Context: an optimization exercise on an open-source flow, tuned for small area and a short achievable clock period. The choices shown serve that exercise and are no tape-out recipe.
At most, simulation tests tie the RTL to the original design; equivalence was not proved.
Power figures rest on the tool's default switching activity, not on a simulated workload.

==> trial 6 <==
==> flow/design.v (excerpt) <==
module top (
    input             clk,
    input      [15:0] x,
    input      [15:0] y,
    output reg [31:0] Q_p
);
==> module roba_mid, before the edit <==
module roba_mid (
    input  [15:0] ax,
    input  [15:0] ay,
    input         s,
    output [30:0] p
);
  wire        nzx = |ax;
  wire        nzy = |ay;
  wire [3:0]  ex, ey;
  wire [13:0] dx;
  roba_expx rx (.a(ax), .nz(nzy), .e(ex), .d(dx));
  roba_expy ry (.a(ay), .e(ey));
  wire [30:0] A, B;
  roba_sha sha (.d(ay & {16{nzx}}), .e(ex), .o(A));    
  roba_shb shb (.d(dx), .e(ey), .o(B));                 
  roba_add add (.a(A), .b(B), .inv(s), .s(p));
endmodule
==> module roba_expx, before the edit <==
module roba_expx (
    input  [15:0] a,
    input         nz,
    output [3:0]  e,
    output [13:0] d
);
  wire [15:0] m;
  wire [15:0] ar, orr;    
  genvar j;
  generate
    for (j = 0; j < 16; j = j + 1) begin : g_r
      assign ar[j] = a[15-j];
      assign m[15-j] = (j == 0) ? 1'b0 : orr[j-1];
    end
  endgenerate
  roba_por #(.N(16)) por (.i(ar), .o(orr));
  wire [16:1] ge;
  assign ge[1]  = m[0];
  assign ge[2]  = m[1];
  generate
    for (j = 3; j < 16; j = j + 1) begin : g_ge
      assign ge[j] = m[j-1] | (a[j-1] & a[j-2]);
    end
  endgenerate
  assign ge[16] = 1'b0;
  assign e[3] = ge[8];
  assign e[2] = ge[4] & ~ge[8] | ge[12];
  assign e[1] = ge[2] & ~ge[4] | ge[6] & ~ge[8] | ge[10] & ~ge[12] | ge[14];
  assign e[0] = ge[1] & ~ge[2] | ge[3] & ~ge[4] | ge[5] & ~ge[6] | ge[7] & ~ge[8]
              | ge[9] & ~ge[10] | ge[11] & ~ge[12] | ge[13] & ~ge[14] | ge[15];
  wire [15:3] upt;
  generate
    for (j = 3; j < 16; j = j + 1) begin : g_up
      assign upt[j] = a[j-1] & a[j-2] & ~m[j-1];
    end
  endgenerate
  wire up = |upt;
  generate
    for (j = 0; j < 14; j = j + 1) begin : g_d
      assign d[j] = nz & (m[j] ? a[j] : up);
    end
  endgenerate
endmodule
export LEC_CHECK = 0
export CAP_MARGIN = 20
export CORE_MARGIN = 2
export CORE_UTILIZATION = 40
export SLEW_MARGIN = 20
create_clock -name core_clock -period 14.0 [get_ports {clk}]
standard.sh (not shown) runs the stock make flow with config.mk's settings and CLKGATE_MAP_FILE= SYNTH_SCRIPT=/design/flow/synth_recipe.tcl, a recipe that flattens the netlist after the stock synthesis.
==> flow/flow/run.sh <==
#!/bin/bash
# Own layout flow: the standard ORFS flow with these changes:
#  - synthesis keeps the modules named in KEEP (flattened again at the end, as the standard flow's script
#    does) so that ABC maps each with a script of its own (ABC_PLAN: module:script pairs);
#  - ports get PORT_BUF buffers;
#  - timing repair aims SETUP_MARGIN ns below the clock period.
# Every tool's output goes to a log file in the work folder (and ORFS's own logs under orfs/logs).
set -euo pipefail
WORK=$(pwd)
FLOWDIR=$WORK/flow
source $FLOWDIR/settings.sh

cp config.mk my_config.mk
cat >> my_config.mk <<EOC
export SETUP_SLACK_MARGIN = ${SETUP_MARGIN}
export TNS_END_PERCENT = 100
export BUFFER_PORTS_ARGS = -buffer_cell ${PORT_BUF}
export SYNTH_KEEP_MODULES = ${KEEP:-}
EOC
[ -n "${EXTRA_MK:-}" ] && printf '%b\n' "$EXTRA_MK" >> my_config.mk

# synthesis script: the standard flow's, with abc run once per module of ABC_PLAN, each with its own script
{
  echo "proc abc {args} {"
  echo "  set i [lsearch -exact \$args -script]"
  echo "  foreach {mod scr} {${ABC_PLAN}} {"
  echo "    set a \$args"
  echo "    lset a [expr {\$i + 1}] $FLOWDIR/\$scr"
  echo "    yosys abc {*}\$a \$mod"
  echo "  }"
  echo "}"
  cat synth_recipe.tcl
} > my_synth.tcl

make -C "$FLOW_HOME" DESIGN_CONFIG=$WORK/my_config.mk WORK_HOME=$WORK/orfs CLKGATE_MAP_FILE= \
  SYNTH_SCRIPT=$WORK/my_synth.tcl finish > $WORK/make_finish.log 2>&1

RES=$WORK/orfs/results/$FLOW_PLATFORM/top/base
: # left out here: write the final layout as DEF
==> flow/flow/amap.abc <==
strash; dch -f; amap
==> flow/flow/exp.abc <==
strash; dch -f; map -D 900; topo; buffer -N 8; upsize -D 900; dnsize -D 900; stime -p
==> flow/flow/gate.abc <==
strash; map -a
==> flow/flow/settings.sh <==
SETUP_MARGIN=9.5
PORT_BUF=sky130_fd_sc_hd__buf_1
KEEP="roba_expx roba_expy g_a21oi g_inv g_nand2 g_nor2 g_nor3 g_o21ai g_o22ai g_xnor2 g_xor2 "
ABC_PLAN="roba_expx exp.abc roba_expy exp.abc g_* gate.abc top amap.abc"
EXTRA_MK='export ADDER_MAP_FILE =
export CTS_BUF_LIST = sky130_fd_sc_hd__clkbuf_8
export CTS_CLUSTER_SIZE = 32
export CTS_CLUSTER_DIAMETER = 60'
==> build 21 (differences from trial 6) <==
--- a/flow/design.v
+++ b/flow/design.v
@@ -32,3 +32,5 @@
   wire [13:0] dx;
-  roba_expx rx (.a(ax), .nz(nzy), .e(ex), .d(dx));
+  wire [13:0] mx;
+  roba_expx rx (.a(ax), .e(ex), .m(mx));
+  roba_upd  ux (.a(ax), .m(mx), .nz(nzy), .d(dx));
   roba_expy ry (.a(ay), .e(ey));
@@ -41,7 +43,6 @@
     input  [15:0] a,
-    input         nz,
     output [3:0]  e,
-    output [13:0] d
+    output [13:0] m
 );
-  wire [15:0] m;
+  wire [15:0] mw;
   wire [15:0] ar, orr;    
@@ -51,3 +52,3 @@
       assign ar[j] = a[15-j];
-      assign m[15-j] = (j == 0) ? 1'b0 : orr[j-1];
+      assign mw[15-j] = (j == 0) ? 1'b0 : orr[j-1];
     end
@@ -56,7 +57,7 @@
   wire [16:1] ge;
-  assign ge[1]  = m[0];
-  assign ge[2]  = m[1];
+  assign ge[1]  = mw[0];
+  assign ge[2]  = mw[1];
   generate
     for (j = 3; j < 16; j = j + 1) begin : g_ge
-      assign ge[j] = m[j-1] | (a[j-1] & a[j-2]);
+      assign ge[j] = mw[j-1] | (a[j-1] & a[j-2]);
     end
@@ -69,14 +70,3 @@
               | ge[9] & ~ge[10] | ge[11] & ~ge[12] | ge[13] & ~ge[14] | ge[15];
-  wire [15:3] upt;
-  generate
-    for (j = 3; j < 16; j = j + 1) begin : g_up
-      assign upt[j] = a[j-1] & a[j-2] & ~m[j-1];
-    end
-  endgenerate
-  wire up = |upt;
-  generate
-    for (j = 0; j < 14; j = j + 1) begin : g_d
-      assign d[j] = nz & (m[j] ? a[j] : up);
-    end
-  endgenerate
+  assign m = mw[13:0];
 endmodule
@@ -316,2 +306,109 @@
 endmodule
+module roba_upd (
+    input  [15:0] a,
+    input  [13:0] m,
+    input         nz,
+    output [13:0] d
+);
+  wire v_1, v_2, i_3, u_4, v_5, i_6, u_7, v_8, i_9, u_10, v_11, i_12, u_13, v_14, i_15, u_16, v_17, i_18, u_19, v_20, i_21, u_22, v_23, u_24, v_25, i_26, u_27, v_28, i_29, u_30, v_31, i_32, u_33, v_34, i_35, u_36, v_37, i_38, u_39, v_40, i_41, u_42, nzn_43, mg_44, ag_45, d_46, mg_47, ag_48, d_49, mg_50, ag_51, d_52, mg_53, ag_54, d_55, mg_56, ag_57, d_58, mg_59, ag_60, d_61, mg_62, ag_63, d_64, mg_65, ag_66, d_67, mg_68, ag_69, d_70, mg_71, ag_72, d_73, mg_74, ag_75, d_76, mg_77, ag_78, d_79, mg_80, ag_81, d_82, mg_83, ag_84, d_85;
+  g_nor2 u1 (a[1], a[0], v_1);
+  g_nor2 u2 (a[3], a[2], v_2);
+  g_inv u3 (a[3], i_3);
+  g_o22ai u4 (a[2], i_3, a[1], a[3], u_4);
+  g_nor2 u5 (a[5], a[4], v_5);
+  g_inv u6 (a[5], i_6);
+  g_o22ai u7 (a[4], i_6, a[3], a[5], u_7);
+  g_nor2 u8 (a[7], a[6], v_8);
+  g_inv u9 (a[7], i_9);
+  g_o22ai u10 (a[6], i_9, a[5], a[7], u_10);
+  g_nor2 u11 (a[9], a[8], v_11);
+  g_inv u12 (a[9], i_12);
+  g_o22ai u13 (a[8], i_12, a[7], a[9], u_13);
+  g_nor2 u14 (a[11], a[10], v_14);
+  g_inv u15 (a[11], i_15);
+  g_o22ai u16 (a[10], i_15, a[9], a[11], u_16);
+  g_nor2 u17 (a[13], a[12], v_17);
+  g_inv u18 (a[13], i_18);
+  g_o22ai u19 (a[12], i_18, a[11], a[13], u_19);
+  g_nor2 u20 (a[15], a[14], v_20);
+  g_inv u21 (a[15], i_21);
+  g_o22ai u22 (a[14], i_21, a[13], a[15], u_22);
+  g_nand2 u23 (v_2, v_1, v_23);
+  g_nor2 u24 (v_2, u_4, u_24);
+  g_nand2 u25 (v_8, v_5, v_25);
+  g_inv u26 (v_8, i_26);
+  g_o22ai u27 (u_10, v_8, u_7, i_26, u_27);
+  g_nand2 u28 (v_14, v_11, v_28);
+  g_inv u29 (v_14, i_29);
+  g_o22ai u30 (u_16, v_14, u_13, i_29, u_30);
+  g_nand2 u31 (v_20, v_17, v_31);
+  g_inv u32 (v_20, i_32);
+  g_o22ai u33 (u_22, v_20, u_19, i_32, u_33);
+  g_nor2 u34 (v_25, v_23, v_34);
+  g_inv u35 (v_25, i_35);
+  g_o22ai u36 (u_27, i_35, u_24, v_25, u_36);
+  g_nor2 u37 (v_31, v_28, v_37);
+  g_inv u38 (v_31, i_38);
+  g_o22ai u39 (u_33, i_38, u_30, v_31, u_39);
+  g_nand2 u40 (v_37, v_34, v_40);
+  g_inv u41 (v_37, i_41);
+  g_o22ai u42 (u_39, v_37, u_36, i_41, u_42);
+  g_inv u43 (nz, nzn_43);
+  g_nor2 u44 (m[0], nzn_43, mg_44);
+  g_and2 u45 (a[0], nz, ag_45);
+  g_a22o u46 (m[0], ag_45, mg_44, u_42, d_46);
+  g_nor2 u47 (m[1], nzn_43, mg_47);
+  g_and2 u48 (a[1], nz, ag_48);
+  g_a22o u49 (m[1], ag_48, mg_47, u_42, d_49);
+  g_nor2 u50 (m[2], nzn_43, mg_50);
+  g_and2 u51 (a[2], nz, ag_51);
+  g_a22o u52 (m[2], ag_51, mg_50, u_42, d_52);
+  g_nor2 u53 (m[3], nzn_43, mg_53);
+  g_and2 u54 (a[3], nz, ag_54);
+  g_a22o u55 (m[3], ag_54, mg_53, u_42, d_55);
+  g_nor2 u56 (m[4], nzn_43, mg_56);
+  g_and2 u57 (a[4], nz, ag_57);
+  g_a22o u58 (m[4], ag_57, mg_56, u_42, d_58);
+  g_nor2 u59 (m[5], nzn_43, mg_59);
+  g_and2 u60 (a[5], nz, ag_60);
+  g_a22o u61 (m[5], ag_60, mg_59, u_42, d_61);
+  g_nor2 u62 (m[6], nzn_43, mg_62);
+  g_and2 u63 (a[6], nz, ag_63);
+  g_a22o u64 (m[6], ag_63, mg_62, u_42, d_64);
+  g_nor2 u65 (m[7], nzn_43, mg_65);
+  g_and2 u66 (a[7], nz, ag_66);
+  g_a22o u67 (m[7], ag_66, mg_65, u_42, d_67);
+  g_nor2 u68 (m[8], nzn_43, mg_68);
+  g_and2 u69 (a[8], nz, ag_69);
+  g_a22o u70 (m[8], ag_69, mg_68, u_42, d_70);
+  g_nor2 u71 (m[9], nzn_43, mg_71);
+  g_and2 u72 (a[9], nz, ag_72);
+  g_a22o u73 (m[9], ag_72, mg_71, u_42, d_73);
+  g_nor2 u74 (m[10], nzn_43, mg_74);
+  g_and2 u75 (a[10], nz, ag_75);
+  g_a22o u76 (m[10], ag_75, mg_74, u_42, d_76);
+  g_nor2 u77 (m[11], nzn_43, mg_77);
+  g_and2 u78 (a[11], nz, ag_78);
+  g_a22o u79 (m[11], ag_78, mg_77, u_42, d_79);
+  g_nor2 u80 (m[12], nzn_43, mg_80);
+  g_and2 u81 (a[12], nz, ag_81);
+  g_a22o u82 (m[12], ag_81, mg_80, u_42, d_82);
+  g_nor2 u83 (m[13], nzn_43, mg_83);
+  g_and2 u84 (a[13], nz, ag_84);
+  g_a22o u85 (m[13], ag_84, mg_83, u_42, d_85);
+  assign d[0] = d_46;
+  assign d[1] = d_49;
+  assign d[2] = d_52;
+  assign d[3] = d_55;
+  assign d[4] = d_58;
+  assign d[5] = d_61;
+  assign d[6] = d_64;
+  assign d[7] = d_67;
+  assign d[8] = d_70;
+  assign d[9] = d_73;
+  assign d[10] = d_76;
+  assign d[11] = d_79;
+  assign d[12] = d_82;
+  assign d[13] = d_85;
+endmodule
 module roba_sha (
@@ -942,2 +1039,3 @@
 module g_and4  (input a, input b, input c, input d, output y); assign y = a & b & c & d;  endmodule
+module g_and2  (input a, input b, output y);          assign y = a & b;                   endmodule
 module g_nand3 (input a, input b, input c, output y); assign y = ~(a & b & c);          endmodule
==> flow/flow/settings.sh (replaced) <==
SETUP_MARGIN=9.5
PORT_BUF=sky130_fd_sc_hd__buf_1
KEEP="roba_expx roba_expy g_a21oi g_a22o g_and2 g_inv g_nand2 g_nor2 g_nor3 g_o21ai g_o22ai g_xnor2 g_xor2 "
ABC_PLAN="roba_expx exp.abc roba_expy exp.abc g_* gate.abc top amap.abc"
EXTRA_MK='export ADDER_MAP_FILE =
export CTS_BUF_LIST = sky130_fd_sc_hd__clkbuf_8
export CTS_CLUSTER_SIZE = 32
export CTS_CLUSTER_DIAMETER = 60
export SKIP_GATE_CLONING = 1'
==> qor summary <==
| metric | trial 6 | build 21 |
|---|---|---|
| Result of the run | no timing/DRC/antenna violations | no timing/DRC/antenna violations |
| Initial detailed-routing violation count | 599 | 410 |
| Register cell area after layout | 1303 um2 | 1304 um2 |
| Filler-free cell count of the finished design | 1,134 | 1,178 |
| Global-route wire length before repair | 24.88 mm | 24.92 mm |
| Insertion delay to the later sink of the worst-skew pair | 370 ps | 350 ps |
| Maximum clock frequency | 234.6 MHz | 237.5 MHz |
| Final clock-cell share | 2.932% | 2.695% |
| Critical Path End | Q_p[30] | Q_p[17] |
| Buffer count from post-CTS setup fixing | 1 | 2 |
| Power in the clock group | 163 uW | 153 uW |
| Unrepaired setup endpoints after global routing | no | yes |
| Slack of the worst reg-to-reg path | 9740 ps | 9790 ps |
| Number of cell instances on the worst register-to-register path | 20 | 22 |
| Placer congestion estimate | 0.9950 | 0.9588 |
| Area used by multi-input combinational logic | 4284 um2 | 4424 um2 |
| Placement row count | 43 | 44 |
| Final Cycle Share | 30.44% | 30.07% |
| Tap cell count | 180 | 184 |
Function was not checked in any run of this note: the RTL went through the layout flow alone.

========
==> inputs of quartz <==
Another version of the RTL of top (not shown whole).
==> module top, before the edit <==
module top (
    input             clk,
    input      [15:0] x,
    input      [15:0] y,
    output reg [31:0] Q_p
);
  wire [15:0] ax, ay;
  wire        s;
  roba_in u_in (.x(x), .y(y), .ax(ax), .ay(ay), .s(s));
  reg  [15:0] ax_r, ay_r;
  reg         s_r;
  always @(posedge clk) begin
    ax_r <= ax;
    ay_r <= ay;
    s_r  <= s;
  end
  wire [30:0] p;
  roba_mid u_mid (.ax(ax_r), .ay(ay_r), .s(s_r), .p(p));
  always @(posedge clk)
    Q_p <= {s_r, p};
endmodule
==> module roba_expy, before the edit <==
module roba_expy (
    input  [15:0] a,
    output [3:0]  e
);
  wire [15:0] m;
  wire [15:0] ar, orr;    
  genvar j;
  generate
    for (j = 0; j < 16; j = j + 1) begin : g_r
      assign ar[j] = a[15-j];
      assign m[15-j] = (j == 0) ? 1'b0 : orr[j-1];
    end
  endgenerate
  roba_por #(.N(16)) por (.i(ar), .o(orr));
  wire [16:1] ge;
  assign ge[1]  = m[0];
  assign ge[2]  = m[1];
  generate
    for (j = 3; j < 16; j = j + 1) begin : g_ge
      assign ge[j] = m[j-1] | (a[j-1] & a[j-2]);
    end
  endgenerate
  assign ge[16] = 1'b0;
  assign e[3] = ge[8];
  assign e[2] = ge[4] & ~ge[8] | ge[12];
  assign e[1] = ge[2] & ~ge[4] | ge[6] & ~ge[8] | ge[10] & ~ge[12] | ge[14];
  assign e[0] = ge[1] & ~ge[2] | ge[3] & ~ge[4] | ge[5] & ~ge[6] | ge[7] & ~ge[8]
              | ge[9] & ~ge[10] | ge[11] & ~ge[12] | ge[13] & ~ge[14] | ge[15];
endmodule
Settings: LEC_CHECK=0, CAP_MARGIN=20, CORE_MARGIN=2, CORE_UTILIZATION=40, SLEW_MARGIN=20; clock period 14.0 ns.
==> flow/flow/settings.sh <==
SETUP_MARGIN=9.5
PORT_BUF=sky130_fd_sc_hd__buf_1
KEEP="roba_expx roba_expy g_a21oi g_inv g_nand2 g_nor2 g_nor3 g_o21ai g_o22ai g_xnor2 g_xor2 "
ABC_PLAN="roba_expx exp.abc roba_expy exp.abc g_* gate.abc top amap.abc"
EXTRA_MK='export ADDER_MAP_FILE =
export CTS_BUF_LIST = sky130_fd_sc_hd__clkbuf_8
export CTS_CLUSTER_SIZE = 32
export CTS_CLUSTER_DIAMETER = 60
export SKIP_GATE_CLONING = 1'
Scripts as last shown in full above: flow/flow/run.sh, flow/flow/amap.abc, flow/flow/exp.abc, flow/flow/gate.abc
==> inputs of garnet, as changes to quartz <==
--- a/flow/design.v
+++ b/flow/design.v
@@ -8,43 +8,51 @@
   wire [15:0] ax, ay;
   wire        s;
   roba_in u_in (.x(x), .y(y), .ax(ax), .ay(ay), .s(s));
+  wire [3:0]  ex, ey;
+  wire        upx;
+  roba_expe rx (.a(ax), .e(ex), .up(upx));
+  roba_expe ry (.a(ay), .e(ey), .up());
   reg  [15:0] ax_r, ay_r;
-  reg         s_r;
+  reg  [3:0]  ex_r, ey_r;
+  reg         s_r, up_r;
   always @(posedge clk) begin
     ax_r <= ax;
     ay_r <= ay;
     s_r  <= s;
+    ex_r <= ex;
+    ey_r <= ey;
+    up_r <= upx;
   end
   wire [30:0] p;
-  roba_mid u_mid (.ax(ax_r), .ay(ay_r), .s(s_r), .p(p));
+  roba_mid u_mid (.ax(ax_r), .ay(ay_r), .ex(ex_r), .ey(ey_r), .up(up_r), .s(s_r), .p(p));
   always @(posedge clk)
     Q_p <= {s_r, p};
 endmodule
 module roba_mid (
     input  [15:0] ax,
     input  [15:0] ay,
+    input  [3:0]  ex,
+    input  [3:0]  ey,
+    input         up,
     input         s,
     output [30:0] p
 );
   wire        nzx = |ax;
   wire        nzy = |ay;
-  wire [3:0]  ex, ey;
   wire [13:0] dx;
-  roba_expx rx (.a(ax), .nz(nzy), .e(ex), .d(dx));
-  roba_expy ry (.a(ay), .e(ey));
+  roba_dx rdx (.a(ax), .up(up), .nz(nzy), .d(dx));
   wire [30:0] A, B;
   roba_sha sha (.d(ay & {16{nzx}}), .e(ex), .o(A));    
   roba_shb shb (.d(dx), .e(ey), .o(B));                 
   roba_add add (.a(A), .b(B), .inv(s), .s(p));
 endmodule
-module roba_expx (
+module roba_expe (
     input  [15:0] a,
-    input         nz,
     output [3:0]  e,
-    output [13:0] d
+    output        up
 );
   wire [15:0] m;
-  wire [15:0] ar, orr;    
+  wire [15:0] ar, orr;
   genvar j;
   generate
     for (j = 0; j < 16; j = j + 1) begin : g_r
@@ -73,19 +81,16 @@
       assign upt[j] = a[j-1] & a[j-2] & ~m[j-1];
     end
   endgenerate
-  wire up = |upt;
-  generate
-    for (j = 0; j < 14; j = j + 1) begin : g_d
-      assign d[j] = nz & (m[j] ? a[j] : up);
-    end
-  endgenerate
+  assign up = |upt;
 endmodule
-module roba_expy (
+module roba_dx (
     input  [15:0] a,
-    output [3:0]  e
+    input         up,
+    input         nz,
+    output [13:0] d
 );
   wire [15:0] m;
-  wire [15:0] ar, orr;    
+  wire [15:0] ar, orr;
   genvar j;
   generate
     for (j = 0; j < 16; j = j + 1) begin : g_r
@@ -94,20 +99,11 @@
     end
   endgenerate
   roba_por #(.N(16)) por (.i(ar), .o(orr));
-  wire [16:1] ge;
-  assign ge[1]  = m[0];
-  assign ge[2]  = m[1];
   generate
-    for (j = 3; j < 16; j = j + 1) begin : g_ge
-      assign ge[j] = m[j-1] | (a[j-1] & a[j-2]);
+    for (j = 0; j < 14; j = j + 1) begin : g_d
+      assign d[j] = nz & (m[j] ? a[j] : up);
     end
   endgenerate
-  assign ge[16] = 1'b0;
-  assign e[3] = ge[8];
-  assign e[2] = ge[4] & ~ge[8] | ge[12];
-  assign e[1] = ge[2] & ~ge[4] | ge[6] & ~ge[8] | ge[10] & ~ge[12] | ge[14];
-  assign e[0] = ge[1] & ~ge[2] | ge[3] & ~ge[4] | ge[5] & ~ge[6] | ge[7] & ~ge[8]
-              | ge[9] & ~ge[10] | ge[11] & ~ge[12] | ge[13] & ~ge[14] | ge[15];
 endmodule
 module roba_por #(parameter N = 16, parameter L = 4) (
     input  [N-1:0] i,
--- a/flow/flow/run.sh
+++ b/flow/flow/run.sh
@@ -18,6 +18,10 @@
 export SYNTH_KEEP_MODULES = ${KEEP:-}
 EOC
 [ -n "${EXTRA_MK:-}" ] && printf '%b\n' "$EXTRA_MK" >> my_config.mk
+# area recovery after global routing (see post_grt.tcl)
+if [ -f $FLOWDIR/post_grt.tcl ]; then
+  echo "export POST_GLOBAL_ROUTE_TCL = $FLOWDIR/post_grt.tcl" >> my_config.mk
+fi
 
 # synthesis script: the standard flow's, with abc run once per module of ABC_PLAN, each with its own script
 {
@@ -26,6 +30,7 @@
   echo "  foreach {mod scr} {${ABC_PLAN}} {"
   echo "    set a \$args"
   echo "    lset a [expr {\$i + 1}] $FLOWDIR/\$scr"
+  echo "    if {[string match roba_* \$mod]} { foreach c {${EXP_DU:-}} { lappend a -dont_use \$c } }"
   echo "    yosys abc {*}\$a \$mod"
   echo "  }"
   echo "}"
==> flow/flow/dnsize.tcl (new file) <==
# Greedy area recovery: downsize combinational cells one drive step at a time while the worst
# setup slack stays at least what it was before.
proc roba_family_sizes { master_name } {
  if { ![regexp {^(.*_)([0-9]+)$} $master_name -> base sz] } { return {} }
  set sizes {}
  foreach lc [get_lib_cells ${base}*] {
    set n [get_name $lc]
    if { [regexp "^[string map {. \\.} $base](\[0-9\]+)\$" $n -> s] } { lappend sizes [list $s $n] }
  }
  return [lsort -integer -index 0 $sizes]
}
proc roba_dnsize { {tol 0.0} {est "-placement"} } {
  estimate_parasitics {*}$est
  set ws0 [sta::worst_slack_cmd max]
  set a0 [rsz::design_area]
  set cands {}
  foreach inst [get_cells *] {
    if { [catch { set lc [get_lib_cells -of_objects $inst] }] || $lc eq "" || $lc eq "NULL" } { continue }
    if { [catch { set mn [get_name $lc] }] } { continue }
    if { [string match "*__dl*" $mn] || [string match "*__sdf*" $mn] } { continue }
    if { [string match "*clkbuf*" $mn] || [string match "clkbuf*" [get_name $inst]] } { continue }
    if { [string match "*tap*" $mn] || [string match "*fill*" $mn] || [string match "*conb*" $mn] } { continue }
    if { ![regexp {_([0-9]+)$} $mn -> sz] } { continue }
    if { $sz <= 1 } { continue }
    # slack of the instance's output
    set s 1e9
    foreach pin [get_pins -of_objects $inst -filter "direction == output"] {
      if { [catch { set ps [get_property $pin slack_max] }] } { set ps "" }
      if { $ps ne "" && $ps < $s } { set s $ps }
    }
    lappend cands [list $s $inst]
  }
  set cands [lsort -real -decreasing -index 0 $cands]
  set n 0
  foreach c $cands {
    set inst [lindex $c 1]
    set done 0
    while { !$done } {
      set mn [get_name [get_lib_cells -of_objects $inst]]
      set sizes [roba_family_sizes $mn]
      regexp {_([0-9]+)$} $mn -> cur
      set smaller ""
      foreach e $sizes { if { [lindex $e 0] < $cur } { set smaller [lindex $e 1] } }
      if { $smaller eq "" } { break }
      if { [catch { replace_cell $inst $smaller }] } { break }
      estimate_parasitics {*}$est
      set ws [sta::worst_slack_cmd max]
      if { $ws < $ws0 - $tol } {
        replace_cell $inst $mn
        estimate_parasitics {*}$est
        set done 1
      } else {
        incr n
      }
    }
  }
  puts "roba_dnsize: $n downsizing steps, area [expr {$a0*1e12}] -> [expr {[rsz::design_area]*1e12}], worst slack [expr {$ws0*1e9}] -> [expr {[sta::worst_slack_cmd max]*1e9}]"
}

proc roba_dnsize_adp { period {est "-placement"} } {
  estimate_parasitics {*}$est
  set ws [expr {[sta::worst_slack_cmd max] * 1e9}]
  set a [expr {[rsz::design_area] * 1e12}]
  set a0 $a; set ws0 $ws
  set cands {}
  foreach inst [get_cells *] {
    if { [catch { set lc [get_lib_cells -of_objects $inst] }] || $lc eq "" || $lc eq "NULL" } { continue }
    if { [catch { set mn [get_name $lc] }] } { continue }
    if { [string match "*__dl*" $mn] || [string match "*__sdf*" $mn] } { continue }
    if { [string match "*clkbuf*" $mn] || [string match "clkbuf*" [get_name $inst]] } { continue }
    if { [string match "*tap*" $mn] || [string match "*fill*" $mn] || [string match "*conb*" $mn] } { continue }
    if { ![regexp {_([0-9]+)$} $mn -> sz] } { continue }
    if { $sz <= 1 } { continue }
    set s 1e9
    foreach pin [get_pins -of_objects $inst -filter "direction == output"] {
      if { [catch { set ps [get_property $pin slack_max] }] } { set ps "" }
      if { $ps ne "" && $ps < $s } { set s $ps }
    }
    lappend cands [list $s $inst]
  }
  set cands [lsort -real -decreasing -index 0 $cands]
  set n 0
  foreach c $cands {
    set inst [lindex $c 1]
    while { 1 } {
      set mn [get_name [get_lib_cells -of_objects $inst]]
      set sizes [roba_family_sizes $mn]
      regexp {_([0-9]+)$} $mn -> cur
      set smaller ""
      foreach e $sizes { if { [lindex $e 0] < $cur } { set smaller [lindex $e 1] } }
      if { $smaller eq "" } { break }
      if { [catch { replace_cell $inst $smaller }] } { break }
      estimate_parasitics {*}$est
      set ws1 [expr {[sta::worst_slack_cmd max] * 1e9}]
      set a1 [expr {[rsz::design_area] * 1e12}]
      if { $a1 * ($period - $ws1) > $a * ($period - $ws) } {
        replace_cell $inst $mn
        estimate_parasitics {*}$est
        break
      }
      set ws $ws1; set a $a1
      incr n
    }
  }
  puts "roba_dnsize_adp: $n steps, area $a0 -> $a, worst slack $ws0 -> $ws"
}
==> flow/flow/post_grt.tcl (new file) <==
# After global routing's timing repair: give back area by downsizing cells that do not set the
# worst slack, then legalize and re-route what moved (as global_route.tcl does after its repairs).
source [file join [file dirname [info script]] dnsize.tcl]
roba_dnsize_adp 14.0 -global_routing
log_cmd global_route -start_incremental
log_cmd detailed_placement
log_cmd global_route -end_incremental
log_cmd estimate_parasitics -global_routing
write_guides $::env(RESULTS_DIR)/route.guide
==> flow/flow/settings.sh (replaced) <==
SETUP_MARGIN=9.4
PORT_BUF=sky130_fd_sc_hd__buf_1
KEEP="roba_expe roba_dx g_a21oi g_inv g_nand2 g_nor2 g_nor3 g_o21ai g_o22ai g_xnor2 g_xor2 "
ABC_PLAN="roba_expe exp.abc roba_dx exp.abc g_* gate.abc top amap.abc"
EXTRA_MK='export ADDER_MAP_FILE =
export CTS_BUF_LIST = sky130_fd_sc_hd__clkbuf_8
export CTS_CLUSTER_SIZE = 32
export CTS_CLUSTER_DIAMETER = 60
export SKIP_GATE_CLONING = 1
export REMOVE_ABC_BUFFERS = 1
export ROBA_DN_TOL = 0.0'
EXP_DU="sky130_fd_sc_hd__nor4_* sky130_fd_sc_hd__nor3_* sky130_fd_sc_hd__or4_* sky130_fd_sc_hd__or3_* sky130_fd_sc_hd__a211oi_* sky130_fd_sc_hd__a2111oi_* sky130_fd_sc_hd__o2111ai_* sky130_fd_sc_hd__a311oi_* sky130_fd_sc_hd__o311ai_* sky130_fd_sc_hd__a41oi_* sky130_fd_sc_hd__o41ai_* sky130_fd_sc_hd__nor4b_* sky130_fd_sc_hd__nor3b_* sky130_fd_sc_hd__or2_* sky130_fd_sc_hd__and4_* sky130_fd_sc_hd__a221oi_* sky130_fd_sc_hd__o221ai_*"
==> results.tsv <==
stage	metric	value	unit
run_status	result of the run	failed layout checks	
final_layout	multi-input combinational cell count	707	
hold_path	Hold EP	Q_p[1]	
timing	Slew Limit Fails	33	
run_status	violated checks	capacitance limit, slew limit	
flow_run	total of max-cap violations	1	
-- figures above: garnet

==> results.tsv <==
stage	metric	value	unit
run_status	result of the run	complete, no violations	
power	Comb pwr share	53.1	%
timing	Slew Limit Fails	0	
final_layout	multi-input combinational cell count	687	
final_layout	Biggest register	Q_p	
yosys	largest area contributor in the netlist	dfxtp_1	
final_layout	area taken by multi-input logic gates	4160	um^2
final_layout	dominant kind of cell by area	multi-input gates	
flow_run	total of max-cap violations	0	
setup_path	cell family with the largest share of critical-path delay	compound AO/OA/AOI/OAI gates	
final_layout	clock network area share	2.87	%
setup_path	cells along the critical path	nor2_1 > nand2_2 > inv_4 > nand2_4 > inv_2 > nand2_4 > a21oi_1 > a21oi_1 > o2111ai_4 > buf_12 > o22ai_1 > o22ai_1 > o22ai_1 > o22ai_1 > nor2_1 > o21ai_0 > a21oi_2 > o21ai_0 > a21oi_2 > buf_4 > clkinv_2 > a21oi_1 > xnor2_1	
-- figures above: quartz

The RTL of garnet was laid out without a check of its function.

-- static timing again, ports no longer ideal --
In the flow no input, the clock included, has a driving cell. The finished layouts below were timed again as built, in two steps. Step 1: set_driving_cell puts a clkbuf_16 on clk and a buf_2 on each other input, an assumption about the parent block. Step 2 also shifts input and output timing later by t, the mid clock arrival at the registers, as if the neighbouring blocks saw the same clock. a / b / c = ideal ports / drivers / drivers and shift; a / b = the first two.
run | shift t [ns] | setup WS [ns] | slew at the worst register clock pin (ns)
trial 6 | 0.396 | 9.738 / 9.738 / 9.673 | 0.08 / 0.08
build 21 | 0.384 | 9.790 / 9.790 / 9.676 | 0.07 / 0.07
quartz | 0.397 | 9.766 / 9.766 / 9.582 | 0.07 / 0.07
garnet | 0.390 | 9.511 / 9.525 / 9.136 | 0.08 / 0.08
The setup slack of garnet, which loses most, moves by +0.014 ns with the drivers and by -0.375 ns with both steps.
